From an optimization exercise on the open Yosys and OpenROAD flow, aimed at small area; shortcuts taken in it are not production practice. In this exercise RTL edits were held to simulation tests only and were not proved equivalent to the original. No activity file was given, so power comes from the tool's default toggle rates.

<file path="flow/run.sh">
#!/bin/bash
# synth_recipe.tcl (not shown) runs the flow's synth.tcl, then flattens the netlist and writes it again
# the make line also repeats each setting of config.mk as NAME=value (left out here)
make -C /OpenROAD-flow-scripts/flow DESIGN_CONFIG=/design/flow/config.mk WORK_HOME=/design/flow/orfs CLKGATE_MAP_FILE= SYNTH_SCRIPT=/design/flow/synth_recipe.tcl finish
</file>
<file path="flow/config.mk">
export PLATFORM = sky130hd
export DESIGN_NAME = usart_top
export DESIGN_NICKNAME = usart_top
export VERILOG_FILES = /design/flow/design.v
export SDC_FILE = /design/flow/constraint.sdc
export NUM_CORES = 4
export LEC_CHECK = 0
export CAP_MARGIN = 20
export CORE_MARGIN = 2
export CORE_UTILIZATION = 40
export PLACE_DENSITY = 0.6
export SLEW_MARGIN = 20
</file>
<file path="flow/constraint.sdc">
create_clock -name core_clock -period 8.0 [get_ports {i_fosk}]
set_input_delay 1.6000 -clock core_clock [delete_from_list [all_inputs] [get_ports {i_fosk}]]
set_output_delay 1.6000 -clock core_clock [all_outputs]
set_load 0.01 [all_outputs]
</file>
<file path="flow/design.v">
`timescale 1ns/1ps
module FIFO( 	i_fosk,
				i_rst_n,
				i_shr,
				i_ready,
				i_w_addr,
				i_mpcm,
				i_mpcm_addr,
				o_shr_empty_set,
				o_udr,
				o_RX8,
				o_FE,
				o_PE,
				o_RXC
				);
input 			i_fosk;					 
input 			i_rst_n;				 
input 	[10:0]	i_shr;					 
input 			i_ready;				 
input			i_w_addr;				 
input			i_mpcm;					 
input			i_mpcm_addr;			 
output			o_shr_empty_set;		 
output 	[7:0]	o_udr;					 
output			o_RX8;					 
output			o_FE;					 
output			o_PE;					 
output 			o_RXC;					 
reg 		w_addr;						 
wire 		udr1_we;					 
wire 		udr2_we;					 
reg   		rxc;						 
reg [11:0]	udr1;						 
reg [11:0]	udr2;						 
wire		v1_rst;						 
wire		v2_rst;						 
reg 		r_addr;						 
wire[11:0] 	data;						 
always@(posedge i_fosk, negedge i_rst_n) begin	
	if(!i_rst_n) 
		w_addr <= 0;	
	else
		if(udr1_we|udr2_we) 																			 
			w_addr <= ~w_addr;
end
assign 	udr1_we = !udr1[11] & !w_addr & i_ready & (!i_mpcm | (i_mpcm&i_mpcm_addr));						 
assign	udr2_we = !udr2[11] & w_addr & i_ready  & (!i_mpcm | (i_mpcm&i_mpcm_addr));						 
always@(posedge i_fosk, negedge i_rst_n) begin
	if(!i_rst_n)begin
		udr1 <= 12'h000;
		udr2 <= 12'h000;
		rxc <= 0;
	end
	else begin
			rxc <= (udr1[11] | udr2[11])&!i_w_addr;			 
		case(1'b1)											 
			udr1_we:	udr1 <= {udr1_we, i_shr};			 
			v1_rst:		udr1 <= {!v1_rst, udr1[10:0]};		 
			default:    udr1 <= udr1;
		endcase
		case(1'b1)											 
			udr2_we: 	udr2 <= {udr2_we, i_shr};			 
			v2_rst:		udr2 <= {!v2_rst, udr2[10:0]};		 
			default:    udr2 <= udr2;
		endcase
	end
end
always@(posedge i_fosk, negedge i_rst_n) begin
	if(!i_rst_n)
		r_addr <= 1;
	else
		if(i_w_addr)									 
			r_addr <= ~r_addr;
end
assign	v1_rst = i_w_addr & r_addr;						 
assign 	v2_rst = i_w_addr & !r_addr;					 
assign  data   =  r_addr ?  udr1: udr2;					 
assign 	o_udr = data[7:0];					 
assign	o_RX8 = data[8];					 
assign	o_FE  = data[9];					 
assign	o_PE  = data [10];					 
assign 	o_RXC = rxc;						 
assign o_shr_empty_set = (udr1_we|udr2_we) & i_ready;	 
endmodule 
`timescale 1ns/ 1ps
module FSM_receiver(	i_fosk,
						i_rst_n,
						i_RXEN,
						i_rxclk,
						i_ucsz,
						i_upm1,
						i_umsel,
						i_det_start,
						i_next_state,
						i_state_count,	
						i_empty,
						o_fsm_empty_rst,
						o_fsm_start,
						o_fsm_parity,
						o_fsm_stop,
						o_fsm_data,
						o_dor,
						o_sh_reg_i_r,
						o_dor_disable
					);
input 			i_fosk;				 
input			i_rst_n;			 
input 			i_RXEN;				 
input 			i_rxclk;			 
input 	[2:0]	i_ucsz;				 
input 			i_upm1;				 
input 			i_umsel;			 
input 			i_det_start;		 
input			i_next_state;		 
input 	[3:0]	i_state_count;		 
input 			i_empty;			 
output 	reg		o_fsm_empty_rst;	 
output	reg		o_fsm_start;		 
output	reg		o_fsm_parity;		 
output	reg		o_fsm_stop;			 
output	reg		o_fsm_data;			 
output	reg		o_dor;				 
output  		o_sh_reg_i_r;		 
output  reg 	o_dor_disable;		 
localparam	IDLE = 0; 
localparam	START_0 = 1;
localparam	DATA = 2;
localparam	PARITY = 3;
localparam	STOP = 4;
localparam 	START_1 = 5;
reg [3:0]	state;
reg [3:0]	next_state;
reg			fsm_start;
reg 		fsm_empty_rst;
reg			fsm_parity;
reg			fsm_stop;
reg 		fsm_data;
reg			dor;
reg			sh_reg_i_r;	
reg [3:0]	last_data;			 
reg 		b_sh_reg_i_r;		 
reg			trans;				 
reg 		trans_r;			 
always@(posedge i_fosk, negedge i_rst_n) begin
	if(!i_rst_n)begin
		state <= IDLE;
		o_fsm_empty_rst <= 1'b0;
		o_fsm_start <= 1'b0;
		o_fsm_parity <= 1'b0;
		o_fsm_stop <= 1'b0;
		o_fsm_data <= 1'b0;
		o_dor <= 1'b0;
		b_sh_reg_i_r <= 1;
		o_dor_disable <= 1;
		trans_r <= 1;
	end
	else begin
		b_sh_reg_i_r <= sh_reg_i_r;																 
		trans_r <= trans;
		if(state == IDLE & i_RXEN) 																 
			state <= next_state;
		else
			if((i_next_state&!i_umsel)|(i_rxclk&i_umsel)) begin									 
					o_fsm_empty_rst <= fsm_empty_rst;
					state <= next_state;
					o_fsm_start <= fsm_start;
					o_fsm_parity <= fsm_parity;
					o_fsm_stop <= fsm_stop;
					o_fsm_data <= fsm_data;
					o_dor <= dor;
					if(state == START_1)														
						o_dor_disable <= ~dor;
			end
	end
end
assign 		o_sh_reg_i_r = b_sh_reg_i_r & !sh_reg_i_r;											 
always@* begin
	next_state 	= 	state;
	last_data = 4'd0;
	fsm_empty_rst = 1'b0;
	fsm_start = 1'b0;
	fsm_parity = 1'b0;
	fsm_stop = 1'b0;
	fsm_data = 1'b0;
	dor = 1'b0;
	sh_reg_i_r = 0;
	trans = trans_r;
	if(i_RXEN)begin																			 
		case(state)
			IDLE:	if(i_RXEN)begin
						next_state = START_0;
						fsm_start = 1'b1;	
					end
			START_0:if(i_det_start & i_empty) begin
							next_state = DATA;
							fsm_data = 1'b1;
					end
					else begin
						next_state = START_0;
						fsm_start = 1'b1;	
					end
			DATA:	begin
						case(i_ucsz)														 
							3'b000:	last_data = 6;											 
							3'b001: last_data = 7;											 
							3'b010:	last_data = 8;											 
							3'b011:	last_data = 9;											 
							3'b111:	last_data = 10;											 
							default: last_data = 0;											 
						endcase
						if(i_state_count == last_data)										
							if(i_upm1)begin
								next_state = PARITY;
								fsm_parity = i_upm1;
							end
							else begin
								next_state = STOP;
								fsm_stop = 1;
							end
						else begin
							next_state = DATA;
							fsm_data = 1'b1;
							trans = 1;
						end	
					end
			PARITY:	begin
						begin
							next_state = STOP;
							fsm_stop = 1;
						end
					end
			STOP:	begin
						next_state = START_1;
						fsm_start = 1;
						if(!i_umsel)	 begin												 
							fsm_empty_rst = o_dor_disable;
							trans = 0;
						end
						sh_reg_i_r = 1;
					end
			START_1:begin
						sh_reg_i_r = 0;
						if(i_umsel&trans_r)														 
							fsm_empty_rst = o_dor_disable;
						if(i_det_start)
							if(i_empty) begin
								next_state = DATA;
								fsm_data = 1'b1;
							end
							else begin
								next_state = DATA;
								fsm_data = 1'b1;
								dor = i_det_start;
							end
						else begin
							fsm_start = 1;
						end	
					end
			default:next_state = IDLE;
		endcase
	end
	else 																				 
		next_state = IDLE;
end
endmodule
`timescale 1ns / 1ps
module FSM_transmitter(	i_fosk,
						i_rst_n,
						i_TXEN,
						i_txclk,
						i_udre,
						i_ucsz,
						i_usbs,
						i_upm1,
						o_fsm_we,
						o_fsm_ps,
						o_fsm_ad,
						o_fsm_pi,
						o_fsm_dp,
						o_txc
						);
input			i_fosk;				 
input			i_rst_n;			 
input 			i_TXEN;				 
input			i_txclk;			 
input			i_udre;				 
input	[2:0]	i_ucsz;				 
input			i_usbs;				 
input			i_upm1;				 
output	reg		o_fsm_we;			 
output	reg		o_fsm_ps;			 
output	reg		o_fsm_ad;			 
output	reg		o_fsm_pi;			 
output	reg		o_fsm_dp;			 
output	reg		o_txc;				 
localparam	IDLE = 0;
localparam	START = 1;
localparam	DATA_0 = 2;
localparam	DATA_1 = 3;
localparam	DATA_2 = 4;
localparam	DATA_3 = 5;
localparam	DATA_4 = 6;
localparam	DATA_5 = 7;
localparam	DATA_6 = 8;
localparam	DATA_7 = 9;
localparam	DATA_8 = 10;
localparam	PARITY = 11;
localparam	STOP_1 = 12;
localparam	STOP_2 = 13;
reg [3:0]	state;
reg [3:0]	next_state;
reg			fsm_we;
reg			fsm_ps;
reg			fsm_ad;
reg			fsm_pi;
reg			fsm_dp;
reg			fsm_txc;
always@(posedge i_fosk, negedge i_rst_n) begin
	if(!i_rst_n)begin
		state <= IDLE;
		o_fsm_we <= 1'b0;
		o_fsm_ps <= 1'b1;
		o_fsm_ad <= 1'b0;
		o_fsm_pi <= 1'b0;
		o_fsm_dp <= 1'b0;
		o_txc <=1'b0;
	end
	else if(i_txclk) begin
		state <= next_state;
		o_fsm_we <= fsm_we;
		o_fsm_ps <= fsm_ps;
		o_fsm_ad <= fsm_ad;
		o_fsm_pi <= fsm_pi;
		o_fsm_dp <= fsm_dp;
		o_txc <= fsm_txc;
	end
end
always@* begin
	next_state 	= 	state;
	fsm_we		=	1'b0;
	fsm_ps		=	1'b1;
	fsm_ad 		=	1'b0;
	fsm_pi 		=	1'b0;
	fsm_dp 		=	1'b0;
	fsm_txc		= 	1'b0;
	case(state)
		IDLE:	if( (i_udre == 0) & (i_TXEN == 1)) begin		
					next_state  = START;					
					fsm_we = 1'b1;
					fsm_ps = 1'b0;
					fsm_pi = 1'b1;
				end
		START:  begin
					if(	(i_ucsz[2:0] == 3'b100)|
						(i_ucsz[2:0] == 3'b101)|
						(i_ucsz[2:0] == 3'b110)) begin
						if (i_upm1 == 1'b1) begin			 
							next_state = PARITY;
							fsm_ps = 1'b0;
							fsm_ad = 1'b1;
							fsm_dp = 1'b1;
						end
						else begin							 
							next_state = STOP_1;
						end
					end	
					else begin									
						next_state = DATA_0;
						fsm_ad = 1'b1;
					end
				end
		DATA_0: begin	
					next_state = DATA_1;
					fsm_ad = 1'b1;
				end
		DATA_1: begin	
					next_state = DATA_2;
					fsm_ad = 1'b1;
				end
		DATA_2: begin	
					next_state = DATA_3;
					fsm_ad = 1'b1;
				end
		DATA_3: begin	
					next_state = DATA_4;
					fsm_ad = 1'b1;
				end
		DATA_4: begin	
					if(i_ucsz[2:0] == 3'b000)				 
						if (i_upm1 == 1'b1) begin			 
							next_state = PARITY;
							fsm_ps = 1'b0;
							fsm_ad = 1'b1;
							fsm_dp = 1'b1;
						end
						else begin							 
							next_state = STOP_1;
						end
					else begin
						next_state = DATA_5;				 
						fsm_ad = 1'b1;
					end
					end
		DATA_5: begin	
					if(i_ucsz[2:0] == 3'b001)				 
						if (i_upm1 == 1'b1) begin			 
							next_state = PARITY;
							fsm_ps = 1'b0;
							fsm_ad = 1'b1;
							fsm_dp = 1'b1;
						end
						else begin							 
							next_state = STOP_1;
						end
					else begin								 
						next_state = DATA_6;
						fsm_ad = 1'b1;
					end
					end
		DATA_6: begin	
					if(i_ucsz[2:0] == 3'b010)				 
						if (i_upm1 == 1'b1) begin			 
							next_state = PARITY;
							fsm_ps = 1'b0;
							fsm_ad = 1'b1;
							fsm_dp = 1'b1;
						end	
						else begin							 
							next_state = STOP_1;
						end
					else begin
						next_state = DATA_7;				 
						fsm_ad = 1'b1;
					end
					end
		DATA_7: begin	
					if(i_ucsz[2:0] == 3'b011)				 
						if (i_upm1 == 1'b1) begin			 
							next_state = PARITY;
							fsm_ps = 1'b0;
							fsm_ad = 1'b1;
							fsm_dp = 1'b1;
						end
						else begin							 
							next_state = STOP_1;
						end
					else begin								 
						next_state = DATA_8;
						fsm_ad = 1'b1;
					end
					end
		DATA_8: begin		
					if (i_upm1 == 1'b1) begin				 
						next_state = PARITY;
						fsm_ps = 1'b0;
						fsm_ad = 1'b1;
						fsm_dp = 1'b1;
					end
					else begin								 
						next_state = STOP_1;
					end
				end
		PARITY: next_state = STOP_1;
		STOP_1: begin 
					if(i_usbs == 1'b1)						 
						next_state = STOP_2;
					else begin								 
						if(i_udre == 1)	begin				 
							next_state = IDLE;	
							fsm_txc  = 1'b1;
						end
						else begin							 
							next_state = START;
							fsm_we = 1'b1;
							fsm_ps = 1'b0;
							fsm_pi = 1'b1;
						end
					end
				end
		STOP_2: begin 
					if(i_udre == 1)	begin					 
						next_state = IDLE;
						fsm_txc  = 1'b1;
					end	
					else begin
						next_state = START;					 
						fsm_we = 1'b1;
						fsm_ps = 1'b0;
						fsm_pi = 1'b1;
					end
				end
	default:	next_state = IDLE;							 
	endcase
 end
endmodule 
`timescale 1ns / 1ps
module clock_generator (	i_fosk,	
							i_rst_n,		
							i_clk,
							i_UBRR,
							i_UCPOL,
							i_U2X,
							i_DDR_XCK,
							i_UMSEL,
							i_we_ubrrh,
							i_we_ubrrl,
							i_data,
							o_txclk,
							o_rxclk,
							o_clk
						);
input 			i_fosk;			 
input 			i_rst_n;		 
input 			i_clk;			 
input [11:0]	i_UBRR;			 
input			i_UCPOL;		 
input 			i_U2X;			 
input 			i_DDR_XCK;		 
input 			i_UMSEL;
input			i_we_ubrrh;		 
input			i_we_ubrrl;		 
input [7:0]		i_data;
output 			o_txclk;		 
output			o_rxclk;		 
output			o_clk;			 
reg 	[11:0] 	counter;								 
wire 			f_div;									 
reg 			first_flop;						
reg 			second_flop;
reg 			edge_flop;								 
reg 			f_slave;								 
wire			f_master;								 
wire			mode_8;									 
wire			mode_16;								 
reg		[3:0]	mode_counter;							 
wire 			f_txclk;								 
wire            f_rxclk;								 
reg 			txclk;									 
reg 			rxclk;									 
wire 			f_syn;									 
always @( posedge i_fosk, negedge i_rst_n) begin
	if( !i_rst_n ) 
		counter <= 12'h000;
	else 
		case(1'b1)													 
			i_we_ubrrl:	counter <= 	{4'h0,i_data};					 
			i_we_ubrrh:	counter <= 	{i_data[3:0], 8'h00};			 
			~(|counter):counter <=	i_UBRR;
		default: counter <=	counter - 1'b1;
		endcase 	
end
assign f_div = ~(|counter);
always@(posedge i_fosk, negedge i_rst_n) begin
	if(!i_rst_n) 
		mode_counter <= 4'h0;
	else if(f_div)
		mode_counter <= mode_counter - 1;
end
assign	f_master = mode_counter[0];				 
assign	mode_8 = mode_counter[2];				 
assign	mode_16 = mode_counter[3];				 
always@(posedge i_fosk, negedge i_rst_n) begin
	if(!i_rst_n) begin
		first_flop <= 1'b0;
		second_flop<= 1'b0;
	end
	else begin
		first_flop <= i_clk;
		second_flop<= first_flop;
	end
end
always@(posedge i_fosk, negedge i_rst_n) begin
	if(!i_rst_n) begin
		edge_flop <= 1'b0;
	end
	else begin
		edge_flop <= i_UCPOL ? 	( second_flop & ~first_flop) : 	 
								(~second_flop &  first_flop);	 
	end
end
always@(posedge i_fosk, negedge i_rst_n) begin
	if(!i_rst_n) 
		f_slave <= 1'b0;
	else if(edge_flop)
		f_slave <= edge_flop;
	else
		f_slave <= 1'b0;	 
end
assign f_syn = i_DDR_XCK ? f_master : f_slave;										 
assign f_txclk = (i_UMSEL ? f_syn : (i_U2X ? mode_8 : mode_16));
assign f_rxclk = (i_UMSEL ? f_syn : f_div);	
always@(posedge i_fosk, negedge i_rst_n) begin
	if(!i_rst_n) begin
		txclk 	<= 1'b0;
		rxclk 	<= 1'b0;
	end
	else begin
		txclk 	<= f_txclk;			 
		rxclk  	<= f_rxclk;			 
	end
end
assign o_txclk =  	~txclk & f_txclk;	
assign o_rxclk = 	~rxclk & f_rxclk;
assign o_clk   = 	f_master;
endmodule
`timescale 1ns/ 1ps
module data_path_receiver(	i_fosk,
							i_rst_n,
							i_RxD,
							i_rxclk,
							i_umsel,
							i_upm0,
							i_u2x,
							i_ucsz,
							i_shr_empty_set,
							i_fsm_empty_rst,
							i_fsm_start,
							i_fsm_parity,
							i_fsm_stop,
							i_fsm_data,
							i_dor_disable,
							i_sh_reg_i_r,
							o_det_start,
							o_next_state,
							o_state_count,
							o_empty,
							o_shr_data,
							o_mpcm_addr
							);
input 			i_fosk;					 
input 			i_rst_n;				 
input 			i_RxD;					 
input 			i_rxclk;				 
input 			i_umsel;				 
input 			i_upm0;					 
input 			i_u2x;					 
input	[2:0]	i_ucsz;					 
input 			i_shr_empty_set;		 
input 			i_fsm_empty_rst;		 
input 			i_fsm_start;			 
input 			i_fsm_parity;			 
input 			i_fsm_stop;				 
input 			i_fsm_data;				 
input			i_dor_disable;			 
input			i_sh_reg_i_r;			 
output			o_mpcm_addr;			 
output			o_next_state;			 
output			o_det_start;			 
output	[3:0]	o_state_count;			 
output 			o_empty;				 
output	[10:0]	o_shr_data;				 
reg 			fsm_empty_rst;			 
reg 			empty;					 
reg				det_start;	
reg				mpcm_addr;			
reg 	[9:0] 	sh_reg_i;				 
wire 			data_in_s;				 
wire			data_in_a;				 
wire 			data_in;				 
reg 	[7:0]	counter;				 
reg				next_state;				 
wire    [3:0]   state_count;			 
reg 			parity_r;				 
reg 			shr_count_we;			 
reg 	[10:0]	sh_reg_r;				 
reg 			help;					 
always@(posedge i_fosk, negedge i_rst_n) begin
	if(!i_rst_n) begin
		empty <= 1'b1;
		fsm_empty_rst<= 0;
	end
	else begin
		fsm_empty_rst <= i_fsm_empty_rst;
		empty <= ~(i_fsm_empty_rst &(!fsm_empty_rst)) & (i_shr_empty_set | empty );				 
	end
end
always@(posedge i_fosk, negedge i_rst_n) begin
	if(!i_rst_n) 
		sh_reg_i <= 10'h3FF;
	else 
		if(i_umsel)begin												 
			sh_reg_i <= {i_RxD, sh_reg_i[9:1]};		
		end
		else begin														 
			if(i_sh_reg_i_r)											 
					sh_reg_i <= 10'h3FF;
			else if(i_rxclk) 											 
					sh_reg_i <= {i_RxD, sh_reg_i[9:1]};	
		end																			
end
assign 	data_in_a = ((sh_reg_i[9]&sh_reg_i[8]) | (sh_reg_i[9]&sh_reg_i[7])  | (sh_reg_i[8]&sh_reg_i[7])) ;	 
assign  data_in_s =  sh_reg_i[2];																			 
assign  data_in = i_umsel ?  data_in_s : data_in_a;															 
always@(posedge i_fosk, negedge i_rst_n)begin
	if(!i_rst_n) 
		det_start <= 0;
	else begin
		det_start <=  ~(i_umsel ?  data_in_s : ( data_in_a | (i_u2x ? sh_reg_i[4]: sh_reg_i[0] )));			 
	end
end
always@(posedge i_fosk, negedge i_rst_n) begin
	if(!i_rst_n) 
			counter <= 7'b0000000;
	else begin
		if(!i_umsel)																											 
			if(((!det_start)&(~(i_umsel ?  data_in_s : ( data_in_a | (i_u2x ? sh_reg_i[4]: sh_reg_i[0] ) )))) & i_fsm_start) 	 
				counter <= i_u2x ? 7'b0000111 : 7'b0001011; 																	 
			else if(i_rxclk) 
				counter <= counter + 1'b1;																						
		if(i_umsel)																												 
			if(i_fsm_start & det_start)																							 
				counter <= 7'h02;									
			else if(i_rxclk) 
				counter <= counter + 1'b1;
		end	
end
assign state_count = i_umsel? counter [3:0]: (i_u2x ? counter[6:3] : counter [7:4]) ;											 
always@(posedge i_fosk, negedge i_rst_n) begin																		
	if(!i_rst_n) 
		next_state <= 0;
	else
		next_state <= state_count;	
end
always@* begin
	if(i_umsel)																			 
		shr_count_we = !i_umsel;
	else																				 
		if(i_u2x)																		 
			shr_count_we = (!counter[0]) & counter[1] & counter [2] ;
		else																			 
			shr_count_we = (!counter[0]) & counter[1] & (!counter [2]) & counter[3];			
end
always@(posedge i_fosk, negedge i_rst_n) begin
	if(!i_rst_n)
		parity_r <= 0;
	else 
		if(i_rxclk )
			if(i_fsm_start)																 
				parity_r <= i_upm0;
			else if(shr_count_we| i_umsel)												 
				parity_r <=  parity_r ^ data_in;
end
always@(posedge i_fosk, negedge i_rst_n) begin
	if(!i_rst_n) begin
		sh_reg_r <= 11'h000;
		mpcm_addr <= 0;
		help <= 0;
	end
	else
		if(i_rxclk) begin
			if(i_fsm_start) begin
				help <= 1;
			end
			if((shr_count_we | i_umsel) & i_fsm_data &i_dor_disable) begin					 
				if(help)
					sh_reg_r<= 0;
				help <= 0;
				sh_reg_r[7:0] <= sh_reg_r[8:1];												 
				case(i_ucsz)
					3'b000: sh_reg_r[4] <= data_in;											 
					3'b001:	sh_reg_r[5] <= data_in;											 
					3'b010:	sh_reg_r[6] <= data_in;											 
					3'b011:	sh_reg_r[7] <= data_in;											 
					3'b111:	sh_reg_r[8] <= data_in;											 
					default:sh_reg_r <= 10'h000;											 
				endcase	
				mpcm_addr <= data_in;														 
			end
			if(i_fsm_stop & (shr_count_we|i_umsel)&i_dor_disable)							 
				sh_reg_r[9]  <=	!data_in;	
			if(i_fsm_parity&i_dor_disable)	
				sh_reg_r[10] <= (parity_r&!i_umsel)|(i_umsel& (parity_r ^ data_in));												 
		end
end
assign 	o_det_start = det_start;
assign 	o_empty = empty;
assign  o_next_state = next_state ^ state_count;
assign	o_state_count = state_count;
assign	o_shr_data = sh_reg_r;
assign 	o_mpcm_addr = mpcm_addr;
endmodule
`timescale 1ns / 1ps
module data_path_transmitter(	i_fosk,
								i_rst_n,
								i_txclk,
								i_we_udr_tr,
								i_tx,
								i_tx8,
								i_UPM0,
								i_fsm_we,
								i_fsm_ps,
								i_fsm_ad,
								i_fsm_pi,
								i_fsm_dp,
								o_TxD,
								o_udre
								);
input 			i_fosk;			 
input 			i_rst_n;		 
input 			i_txclk;		 
input 			i_we_udr_tr;	 
input	[7:0]	i_tx;			 
input			i_tx8;			 
input 			i_UPM0;			 
input			i_fsm_we;		 
input			i_fsm_ps;		 
input			i_fsm_ad;		 
input			i_fsm_pi;		 
input			i_fsm_dp;		 
output			o_TxD;			 
output 			o_udre;			 
reg udre; 						 
reg udre_o;						 
reg [8:0]		tx_data;		 
wire			frame_bit;		 
reg 			parity_bit;		
reg 			TxD;			 
always@(posedge i_fosk, negedge i_rst_n) begin
	if(!i_rst_n) begin
		udre <= 1'b1;
		udre_o <= 1'b1;
	end
	else begin 
		if(udre_o == 1)
			udre_o <= (~i_we_udr_tr);	 
		else if(i_txclk)
			udre_o <= i_fsm_we;		 
	end
end
always@(posedge i_fosk, negedge i_rst_n) begin
	if(!i_rst_n) 
		tx_data <= 1'b0;	
	else 
		if(i_txclk) begin
			if(i_fsm_we) 
				tx_data <= {i_tx8,i_tx};
			else
				tx_data <= {1'b0,tx_data[8:1]};
		end
end
assign  frame_bit = i_fsm_ad ? tx_data[0] : i_fsm_ps; 						 
always@(posedge i_fosk, negedge i_rst_n) begin
	if(!i_rst_n) begin
		parity_bit <= 0;
		TxD <= 1;
	end
	else 
		if(i_txclk) begin
			parity_bit <= i_fsm_pi ? i_UPM0 : (parity_bit ^ frame_bit);		 
			TxD <= i_fsm_dp ? parity_bit : frame_bit;						 
		end
end
assign o_TxD = TxD;
assign o_udre = udre_o;
endmodule 
`timescale 1ns/1ps
module receiver(		i_fosk,
						i_rst_n,
						i_RXEN,
						i_RxD,
						i_rxclk,
						i_ucsz,
						i_upm,
						i_umsel,
						i_u2x,
						i_w_addr,
						i_mpcm,
						o_dor,
						o_udr,
						o_RX8,
						o_FE,
						o_PE,
						o_RXC
						);
input 			i_fosk;						 
input 			i_rst_n;					 
input 			i_RXEN;						 
input			i_RxD;						 
input 			i_rxclk;					 
input [2:0]		i_ucsz;						 
input [1:0]		i_upm;						 
input 			i_umsel;					 
input			i_u2x;						 
input			i_w_addr;					 
input			i_mpcm;						 
output 	reg		o_dor;						 
output 	[7:0]	o_udr;						 
output			o_RX8;						 
output			o_FE;						 
output			o_PE;						 
output 			o_RXC;						 
wire		det_start;						 
wire		next_state;						 
wire[3:0]	state_count;					 
wire		empty;							 
wire		fsm_empty_rst;					 
wire		fsm_start;						 
wire		fsm_parity;						 
wire		fsm_stop;						 
wire		fsm_data;						 
wire		shr_empty_set;					 
wire [10:0]	shr_data;						 
wire		mpcm_addr;						 
wire		dor;							 
wire		dor_disable;					 
wire        sh_reg_i_r;						 
FSM_receiver FSM_receiver_inst1(	.i_fosk(i_fosk),
									.i_rst_n(i_rst_n),
									.i_RXEN(i_RXEN),
									.i_rxclk(i_rxclk),
									.i_ucsz(i_ucsz),
									.i_upm1(i_upm[1]),
									.i_umsel(i_umsel),
									.i_det_start(det_start),
									.i_next_state(next_state),
									.i_state_count(state_count),	
									.i_empty(empty),
									.o_fsm_empty_rst(fsm_empty_rst),
									.o_fsm_start(fsm_start),
									.o_fsm_parity(fsm_parity),
									.o_fsm_stop(fsm_stop),
									.o_fsm_data(fsm_data),
									.o_dor(dor),
									.o_sh_reg_i_r(sh_reg_i_r),
									.o_dor_disable(dor_disable)
								);
data_path_receiver data_path_receiver_inst1(	.i_fosk(i_fosk),
												.i_rst_n(i_rst_n),
												.i_RxD(i_RxD),
												.i_rxclk(i_rxclk),
												.i_umsel(i_umsel),
												.i_upm0(i_upm[0]),
												.i_u2x(i_u2x),
												.i_ucsz(i_ucsz),
												.i_shr_empty_set(shr_empty_set),
												.i_fsm_empty_rst(fsm_empty_rst),
												.i_fsm_start(fsm_start),
												.i_fsm_parity(fsm_parity),
												.i_fsm_stop(fsm_stop),
												.i_fsm_data(fsm_data),
												.i_dor_disable(dor_disable),
												.i_sh_reg_i_r(sh_reg_i_r),
												.o_mpcm_addr(mpcm_addr),
												.o_det_start(det_start),
												.o_next_state(next_state),
												.o_state_count(state_count),
												.o_empty(empty),
												.o_shr_data(shr_data)
												);
FIFO FIFO_inst1( 	.i_fosk(i_fosk),
					.i_rst_n(i_rst_n),
					.i_shr(shr_data),
					.i_ready(!empty),
					.i_w_addr(i_w_addr),
					.i_mpcm(i_mpcm),
					.i_mpcm_addr(mpcm_addr),
					.o_shr_empty_set(shr_empty_set),
					.o_udr(o_udr),
					.o_RX8(o_RX8),
					.o_FE(o_FE),
					.o_PE(o_PE),
					.o_RXC(o_RXC)
					);
always@(posedge i_fosk, negedge i_rst_n) begin
	if(!i_rst_n)
		o_dor <= 0;
	else
		o_dor <= ~shr_empty_set & (o_dor | dor);			 
end
endmodule
`timescale 1ns / 1ps
module	registers(	i_fosk,											
					i_rst_n,										
					i_addr,
					i_word,
					i_we,
					i_udre,
					i_dor,
					i_udr_rc,
					i_rx8,
					i_fe,
					i_pe,
					i_rxc,
					i_txc,
					o_word,
					o_ubrr,
					o_ucpol,
					o_u2x,
					o_umsel,
					o_we_ubrrh,
					o_we_ubrrl,
					o_txen,
					o_ucsz,
					o_usbs,
					o_upm,
					o_we_udr_tr,
					o_udr_tr,
					o_tx8,
					o_rxen,
					o_we_udr_rc,
					o_mpcm
					);
input			i_fosk;											
input			i_rst_n;										
input	[7:0]	i_addr;
input	[7:0]	i_word;
input			i_we;
input			i_udre;
input			i_dor;
input	[7:0]	i_udr_rc;
input			i_rx8;
input			i_fe;
input			i_pe;
input			i_rxc;
input			i_txc;
output	reg	[7:0]	o_word;
output		[11:0]	o_ubrr;
output				o_ucpol;
output				o_u2x;
output				o_umsel;
output				o_we_ubrrh;
output				o_we_ubrrl;
output				o_txen;
output		[2:0]	o_ucsz;
output				o_usbs;
output		[1:0]	o_upm;
output				o_we_udr_tr;
output		[7:0]	o_udr_tr;
output				o_tx8;
output				o_rxen;
output				o_we_udr_rc;
output				o_mpcm;
reg sel;					 
reg	txc_r;					 
reg we_udr_tr;		 
reg we_ucsra;		 
reg we_ucsrb;		 
reg we_ucsrc;		 
reg we_ubrrh;		 
reg we_ubrrl;		 
wire txc_f;			 
wire we_txc_rxc;	 
reg 	[7:0]	udr_tr;
reg 			txc;
reg 			u2x;
reg 			mpcm;
reg				rxcie;
reg				txcie;
reg 			udrie;
reg 			rxen;
reg				txen;
reg 			ucsz2;
reg 			tx8;
reg				ursel1;
reg 			umsel;
reg 	[1:0]	upm;
reg				usbs;
reg		[1:0]	ucsz;
reg 			ucpol;
reg				ursel2;	
reg		[3:0]	ubrrh;
reg		[7:0]	ubrrl;
always@* begin
	we_udr_tr 	= 0;		
 	we_ucsra	= 0;		
	we_ucsrb	= 0;		
 	we_ucsrc	= 0;		
	we_ubrrh	= 0;		
	we_ubrrl	= 0;	
	case(i_addr)								
			8'h00:	we_udr_tr	= i_udre & txen;					 
			8'h01:	we_ucsra 	= 1'b1;						 
			8'h02:	we_ucsrb 	= 1'b1;						 
			8'h03:	if(i_word[7])
						we_ucsrc 	 = 1'b1;					 
					else
						we_ubrrh	= 1'b1;							 
			8'h04:	we_ubrrl = 1'b1;								 
	endcase	
end
always@(posedge i_fosk, negedge i_rst_n) begin
	if(!i_rst_n) 
		txc_r <= 0;
	else
		txc_r <= i_txc;											
end
assign	txc_f = !txc_r & i_txc;							 
always@(posedge i_fosk, negedge i_rst_n) begin
	if(!i_rst_n) begin
		udr_tr <= 0;
		txc <= 0;
		u2x <= 0;
		mpcm <= 0;
		rxcie <= 0;
		txcie <= 0;
		udrie <= 0;
		rxen <= 0;
		txen <= 0;
		ucsz2 <= 0;
		tx8 <= 0;
		ursel1 <= 0;
		umsel <= 0;
		upm <= 0;
		usbs <= 0;
		ucsz <= 0;
		ucpol <= 0;
		ursel2 <= 0;	
		ubrrh <= 0;
		ubrrl <= 0;
	end 
	else begin
		txc <= (txc_f | txc)&i_udre;					 
		if(i_we)begin
			case(1'b1)	
				we_udr_tr:	udr_tr <= i_word;											 
				we_ucsra:	begin														 
								txc <= i_word[6];															
								u2x	<= i_word[1];
								mpcm <= i_word[0];
							end		
				we_ucsrb:	begin														 
								rxcie <= i_word[7];
								txcie <= i_word[6];
								udrie <= i_word[5];
								rxen  <= i_word[4];
								txen  <= i_word[3];
								ucsz2 <= i_word[2];
								tx8  <= i_word[0];
							end
				we_ucsrc:	begin														 
								ursel1 <= i_word[7]; 
								umsel <= i_word[6];
								upm <= i_word[5:4];
								usbs <= i_word[3];
								ucsz <= i_word[2:1];
								ucpol <=i_word[0];
							end	
				we_ubrrh:	{ ursel2, ubrrh }  <= { i_word[7], i_word[3:0] };			 
				we_ubrrl:	ubrrl  <= i_word;											 
			endcase
		end
	end
end
always@(posedge i_fosk, negedge i_rst_n) begin
	if(!i_rst_n) 
		sel <= 1'b0;
	else 
		if(i_addr == 8'h04)
			sel <= ~sel;
		else
			sel <= 1'b0;
end
always@* begin
	case(i_addr)								
		8'h00:  o_word = i_udr_rc;							 
		8'h01:	begin										 
					o_word[7] = i_rxc;
					o_word[6] = txc;
					o_word[5] = i_udre;
					o_word[4] = i_fe;
					o_word[3] = i_dor;
					o_word[2] = i_pe;
					o_word[1] = u2x;
					o_word[0] = mpcm;
				end
		8'h02:	begin										 
					o_word[7] = rxcie;
					o_word[6] = txcie;
					o_word[5] = udrie;
					o_word[4] = rxen;
					o_word[3] = txen;
					o_word[2] = ucsz2;
					o_word[1] = i_rx8;
					o_word[0] = tx8;
				end
		8'h03:	begin										 
					if(sel)begin							 
						o_word[7] = ursel1;
						o_word[6] = umsel;
						o_word[5:4] = upm;
						o_word[3] = usbs;
						o_word[2:1] = ucsz;
						o_word[0] = ucpol;
					end
					else begin
						o_word[7] = ursel2;					 
						o_word[6:4] = 3'b000;
						o_word[3:0] = ubrrh;
					end
				end
		8'h04:	o_word = ubrrl;								 
		default: o_word = 8'h00;
	endcase
end
assign	o_ubrr = {ubrrh, ubrrl};
assign	o_ucpol = ucpol;
assign	o_u2x = u2x;
assign	o_umsel = umsel;
assign	o_we_ubrrh = we_ubrrh;
assign	o_we_ubrrl = we_ubrrl;
assign	o_txen = txen;
assign	o_ucsz = {ucsz2, ucsz};
assign	o_usbs = usbs;
assign	o_upm = upm;
assign	o_we_udr_tr = we_udr_tr &i_we;
assign	o_udr_tr = udr_tr;
assign	o_tx8 = tx8;
assign	o_rxen = rxen;
assign	o_we_udr_rc = (!i_addr & !i_we);
assign	o_mpcm = mpcm;
endmodule
`timescale 1ns / 1ps
module transmitter(	i_fosk,
					i_rst_n,
					i_TXEN,
					i_txclk,
					i_ucsz,
					i_usbs,
					i_upm,
					i_we_udr_tr,
					i_udr,
					i_tx8,
					o_TxD,
					o_udre,
					o_txc
					);
input 		i_fosk;				 
input 		i_rst_n;			 
input 		i_TXEN;				 
input 		i_txclk;			 
input [2:0]	i_ucsz;				 
input 		i_usbs;				 
input [1:0]	i_upm;				 
input 		i_we_udr_tr;		 
input [7:0]	i_udr;				 
input 		i_tx8;				 
output		o_TxD;				 
output		o_udre;				 
output 		o_txc;				 
wire fsm_we;					 
wire fsm_ps;					 
wire fsm_ad;					 
wire fsm_pi;					 
wire fsm_dp;					 
wire udre;						 
wire TxD;						 
wire txc;						 
FSM_transmitter FSM_transmitter_inst1(	.i_fosk(i_fosk),
										.i_rst_n(i_rst_n),
										.i_TXEN(i_TXEN),
										.i_txclk(i_txclk),
										.i_udre(udre),
										.i_ucsz(i_ucsz),
										.i_usbs(i_usbs),
										.i_upm1(i_upm[1]),
										.o_fsm_we(fsm_we),
										.o_fsm_ps(fsm_ps),
										.o_fsm_ad(fsm_ad),
										.o_fsm_pi(fsm_pi),
										.o_fsm_dp(fsm_dp),
										.o_txc(txc)
										);
data_path_transmitter data_path_transmitter_inst1(	.i_fosk(i_fosk),
													.i_rst_n(i_rst_n),
													.i_txclk(i_txclk),
													.i_we_udr_tr(i_we_udr_tr),
													.i_tx(i_udr),
													.i_tx8(i_tx8),
													.i_UPM0(i_upm[0]),
													.i_fsm_we(fsm_we),
													.i_fsm_ps(fsm_ps),
													.i_fsm_ad(fsm_ad),
													.i_fsm_pi(fsm_pi),
													.i_fsm_dp(fsm_dp),
													.o_TxD(TxD),
													.o_udre(udre)
													);
 assign o_udre = udre;
 assign o_TxD = TxD;
 assign o_txc = txc;
endmodule
`timescale 1ns / 1ps
module usart_top(	i_fosk,
					i_rst_n,
					i_clk,
					i_rxd,
					i_addr,
					i_word,
					i_we,
					i_DDR_XCL,
					o_word,
					o_clk,
					o_txd
				);
input			i_fosk;
input			i_rst_n;
input			i_clk;
input			i_rxd;
input	[7:0]	i_addr;
input	[7:0]	i_word;
input			i_we;
input			i_DDR_XCL;
output	[7:0]	o_word;
output			o_clk;
output			o_txd;
wire 			udre;
wire			dor;
wire	[7:0]	udr_rc;
wire	 		rx8;
wire 			fe;
wire			pe;
wire 			rxc;
wire			txc;
wire 	[11:0]	ubrr;
wire			ucpol;
wire			u2x;
wire			we_ubrrh;
wire			we_ubrrl;
wire			txen;
wire	[2:0]	ucsz;
wire			usbs;
wire	[1:0]	upm;
wire			we_udr_tr;
wire	[7:0]	udr_tr;
wire			tx8;
wire			rxen;
wire			we_udr_rc;
wire			mpcm;
wire			umsel;
wire 			txclk;
wire			rxclk;
registers	registers_inst1(	.i_fosk(i_fosk),											
								.i_rst_n(i_rst_n),										
								.i_addr(i_addr),
								.i_word(i_word),
								.i_we(i_we),
								.i_udre(udre),
								.i_dor(dor),
								.i_udr_rc(udr_rc),
								.i_rx8(rx8),
								.i_fe(fe),
								.i_pe(pe),
								.i_rxc(rxc),
								.i_txc(txc),
								.o_word(o_word),
								.o_ubrr(ubrr),
								.o_ucpol(ucpol),
								.o_u2x(u2x),
								.o_umsel(umsel),
								.o_we_ubrrh(we_ubrrh),
								.o_we_ubrrl(we_ubrrl),
								.o_txen(txen),
								.o_ucsz(ucsz),
								.o_usbs(usbs),
								.o_upm(upm),
								.o_we_udr_tr(we_udr_tr),
								.o_udr_tr(udr_tr),
								.o_tx8(tx8),
								.o_rxen(rxen),
								.o_we_udr_rc(we_udr_rc),
								.o_mpcm(mpcm)
								);
clock_generator clock_generator_inst1 (	.i_fosk(i_fosk),	
										.i_rst_n(i_rst_n),		
										.i_clk(i_clk),
										.i_UBRR(ubrr),
										.i_UCPOL(ucpol),
										.i_U2X(u2x),
										.i_DDR_XCK(i_DDR_XCL),
										.i_UMSEL(umsel),
										.i_we_ubrrh(we_ubrrh),
										.i_we_ubrrl(we_ubrrl),
										.i_data(i_word),
										.o_txclk(txclk),
										.o_rxclk(rxclk),
										.o_clk(o_clk)
									);
transmitter transmitter_inst1(	.i_fosk(i_fosk),
								.i_rst_n(i_rst_n),
								.i_TXEN(txen),
								.i_txclk(txclk),
								.i_ucsz(ucsz),
								.i_usbs(usbs),
								.i_upm(upm),
								.i_we_udr_tr(we_udr_tr),
								.i_udr(udr_tr),
								.i_tx8(tx8),
								.o_TxD(o_txd),
								.o_udre(udre),
								.o_txc(txc)
								);
receiver receiver_inst1(			.i_fosk(i_fosk),
									.i_rst_n(i_rst_n),
									.i_RXEN(rxen),
									.i_RxD(i_rxd),
									.i_rxclk(rxclk),
									.i_ucsz(ucsz),
									.i_upm(upm),
									.i_umsel(umsel),
									.i_u2x(u2x),
									.i_w_addr(we_udr_rc),
									.i_mpcm(mpcm),
									.o_dor(dor),
									.o_udr(udr_rc),
									.o_RX8(rx8),
									.o_FE(fe),
									.o_PE(pe),
									.o_RXC(rxc)
									);
endmodule
</file>
==> impl_metrics.toml <==
[setup_path]
maximum_single_stage_delay_on_the_critical_path_ns = 0.64
worst_setup_path_startpoint = "i_addr[3]"
critPathLaunchType = "primary input"
worst-endpoint-required_ns = 6.40
path_common_cell = "clkdlybuf4s50_1"
timing_worst_setup_path_type = "primary input to primary output"
crit_slowest_cell = "and3_1"
timing.critical_path.fanout_max = 18
crit-reg2reg-launch = "clock_generator_inst1.counter[4]"
worst_ep_arrival_time_ns = 4.38
worst_path_dominant_cell_family = "simple AND/OR/NAND/NOR gates"
path_cells = "clkdlybuf4s50_1 -> or4_1 -> nor2_1 -> and3_1 -> a222oi_1 -> inv_1 -> clkdlybuf4s50_1"
endpoint_kind = "primary output"
worstPathBufferInverterCount = 3

[hold_path]
hold_path.startpoint = "clock_generator_inst1.edge_flop"
holdCritPathClass = "flip-flop to flip-flop"

[floorplanning]
die_area_um2 = 22170
placementRows = 53
floorplan.die.height_um = 148.9
design.core.area_um2 = 20820
floorplan.die.width_um = 148.9
initial_core_utilization_pct = 40.34
num_io_pins = 32

[sta]
fmax_mhz = 167.3
post-route-period-util_pct = 74.72
tns_ns = 0
setup_repair_after_global_routing_missed_its_margin = "false"
timing_hold_violations_final = 0
worst-slew-pin-transition_ns = 0.9660
max_slew_margin_pct = 35.60
fin_skew_ns = 0.01032
slew_violations = 0
final.hold.worst_slack_ns = 0.3997
setup_viol = 0
timing.final.crit_period_ns = 5.977

[routing]
wirelength_um = 20690
drt.antenna.violating_nets = 0
drt_iter0_drc = 485
vias_per_inst = 5.559
wl_per_cell_um = 18.23
dr_total_vias = 6309
detail_route.first_pass.iterations = 6
remaining_drc_errors = 0

[cells_and_area]
final_layout_size_suffix_gt1_share_pct = 15.00
layout.cells.most_common = "dfrtp_1"
mostFrequentLayoutCells = "dfrtp_1, nand2_1, o21ai_0, mux2_2, nor2_1"
antenna_cells = 0
area_growth_pct = 12.65
final_net_count = 874

[global_routing]
grt_max_degree = 86
global_route_wire_length_before_repair_um = 33670
gr-usage-met2_pct = 29.56
grt.total_usage_pct = 19.57
use_met1_pct = 28.63
antenna_found_initial = 0
global_route.overflow_total = 0
grt_pass1_vias = 6071
grt_busiest_layer = "met2"
met3_use_gr_pct = 3.823

[synth]
post_synth.cell_area_avg_um2 = 9.940
synth-warning-count = 8
synth-edff-count = 0
mappedNetlistArea_um2 = 8399
synth.distinct_cells = 81
share_of_the_yosys_chip_area_belonging_to_registers_pct = 47.94
synth.net_count = 872
dominantRegCellSynth = "dfrtp_1"
yosys_register_bits = 160
postSynth.asyncResetShare_pct = 100.0
synthCells = 845

[clocking]
clock_tree_from_tritoncts = "built"
cts_inserted_buffers = 17
cts.root.buffer_cell = "clkbuf_16"
cts-root-to-sink-buffers = 2
cts_hold_buffers = 0
post_cts.resized_instances = 0
clock_latency_ns = 0.43
cts.sinks = 160
clock_pin_slew_worst_setup_and_hold_paths_ns = 0.07
ctsHtreeMaxLevel = 4
cts_post_setup_buffers_inserted = 0

[job]
max_cap_viol_count = 0

[place]
dp_hpwl_um = 14180
portBuffers = 31
place_congestion = 0.9032

[pwr]
ir_worst_vdd_v = 0.0001758
leakagePower_nw = 4.011
pwr_density_cell_nw_per_um2 = 243.6

[run_status]
outcome = "timing/DRC/antenna clean"
[cell families after synthesis]
| group | after synthesis | synth area share [%] |
|---|---|---|
| DFF | 160 | 47.94 |
| and+or+nand+nor | 282 | 16.82 |
| muxes | 94 | 12.27 |
| xor gates and xnor gates | 22 | 2.294 |
| buffers and inverters | 82 | 3.947 |
| AOI/OAI and AO/OA | 199 | 15.87 |
| adders and majority gates | 6 | 0.8640 |
[state kept, by name, summed over array words and instances, names as in the netlist, 2 cells and up]
| name | cells |
|---|---|
| clock_generator_inst1.counter | 12 |
| clock_generator_inst1.mode_counter | 4 |
| receiver_inst1.FIFO_inst1.udr1 | 12 |
| receiver_inst1.FIFO_inst1.udr2 | 12 |
| receiver_inst1.FSM_receiver_inst1.state | 3 |
| receiver_inst1.data_path_receiver_inst1.counter | 8 |
| receiver_inst1.data_path_receiver_inst1.sh_reg_i | 10 |
| receiver_inst1.data_path_receiver_inst1.sh_reg_r | 11 |
| registers_inst1.ubrrh | 4 |
| registers_inst1.ubrrl | 8 |
| registers_inst1.ucsz | 2 |
| registers_inst1.udr_tr | 8 |
| registers_inst1.upm | 2 |
| transmitter_inst1.FSM_transmitter_inst1.state | 4 |
| transmitter_inst1.data_path_transmitter_inst1.tx_data | 9 |
[synth_stat cells, drive strengths merged, types with 16 or more instances]
library cell	number	area (um^2)
dfrtp	142	3553
xnor2	17	148.9
clkbuf	39	146.4
nor2	50	187.7
mux2i	34	344.1
inv	29	108.9
nand3	21	105.1
nand2	106	400.4
mux2	59	664.4
nor3	16	90.09
o21ai	70	350.3
a21oi	36	191.4
dfstp	18	473.0
[per-stage QoR]
step	utilization [%]	total power [W]	area [um^2]	setup WS, ns	cells
floorplan	-	0.001375	8399	3.288	845
global placement	42.63	0.001508	8876	2.094	1103
detailed placement	42.66	0.001512	8882	2.064	1103
CTS	45.41	0.002318	9455	2.048	1135
global route	45.44	0.002437	9462	1.852	1135
finish	45.44	0.002304	9462	2.023	1135
[worst paths after layout]
check                                                         end  slack, ns  depth (start not counted)
max in group asynchronous                registers_inst1.ubrrh[3]       5.34                          2
worst max-delay path                                    o_word[3]       2.02                          7
worst max register to register                          flip-flop       4.35                          6
worst min register to register      clock_generator_inst1.f_slave       0.40                          0
worst min-delay path                clock_generator_inst1.f_slave       0.40                          0
min in group asynchronous       receiver_inst1.FIFO_inst1.udr2[0]       1.21                          1
[routing by layer]
metal,wire (um),up-vias
met1,10340,3119
met2,9286,117
met4,331,0
met3,731,21
met5,0,-
li1,-,3052
[final cells by class]
class	instances	area (um^2)
Fill cell	1999	11360
Multi-Input combinational cell	603	4064
Sequential cell	160	4026
Clock buffer	21	440.4
Tap cell	275	344.1
Timing Repair Buffer	35	341.6
Clock inverter	11	132.6
Inverter	30	112.6
[report_power, final]
part / internal, W / total [W] / switching [W] / leakage, nW
Sequential: 0.000905 / 0.00104 / 0.000136 / 2.08
Combinational: 0.000215 / 0.000459 / 0.000244 / 1.66
Clock: 0.000463 / 0.000804 / 0.000341 / 0.272
Total: 0.00158 / 0.00230 / 0.000721 / 4.01

## what the ideal ports hide
Ports are ideal in the flow. The routed layout listed here was re-timed in OpenROAD. Step 1, drivers: a clkbuf_16 drives i_fosk and a buf_2 each remaining input, both assumed. Step 2, shift: input delay + t, output delay - t, t = (earliest + latest rising clock arrival at the registers) / 2. This alone moves slack from input paths to output paths. a / b / c = no drivers / after step 1 / after step 2; a / b = the first two.
t (ns): 0.471
setup slack, ns: 2.023 / 2.002 / 2.002
worst setup path after step 2: input to output
worst register clock-pin slew, ns: 0.07 / 0.07
cell pins on the clock port's net: 1
After both steps setup and hold are still met in this run. The setup slack of this run moves by -0.021 ns with the drivers and by -0.021 ns with both steps.
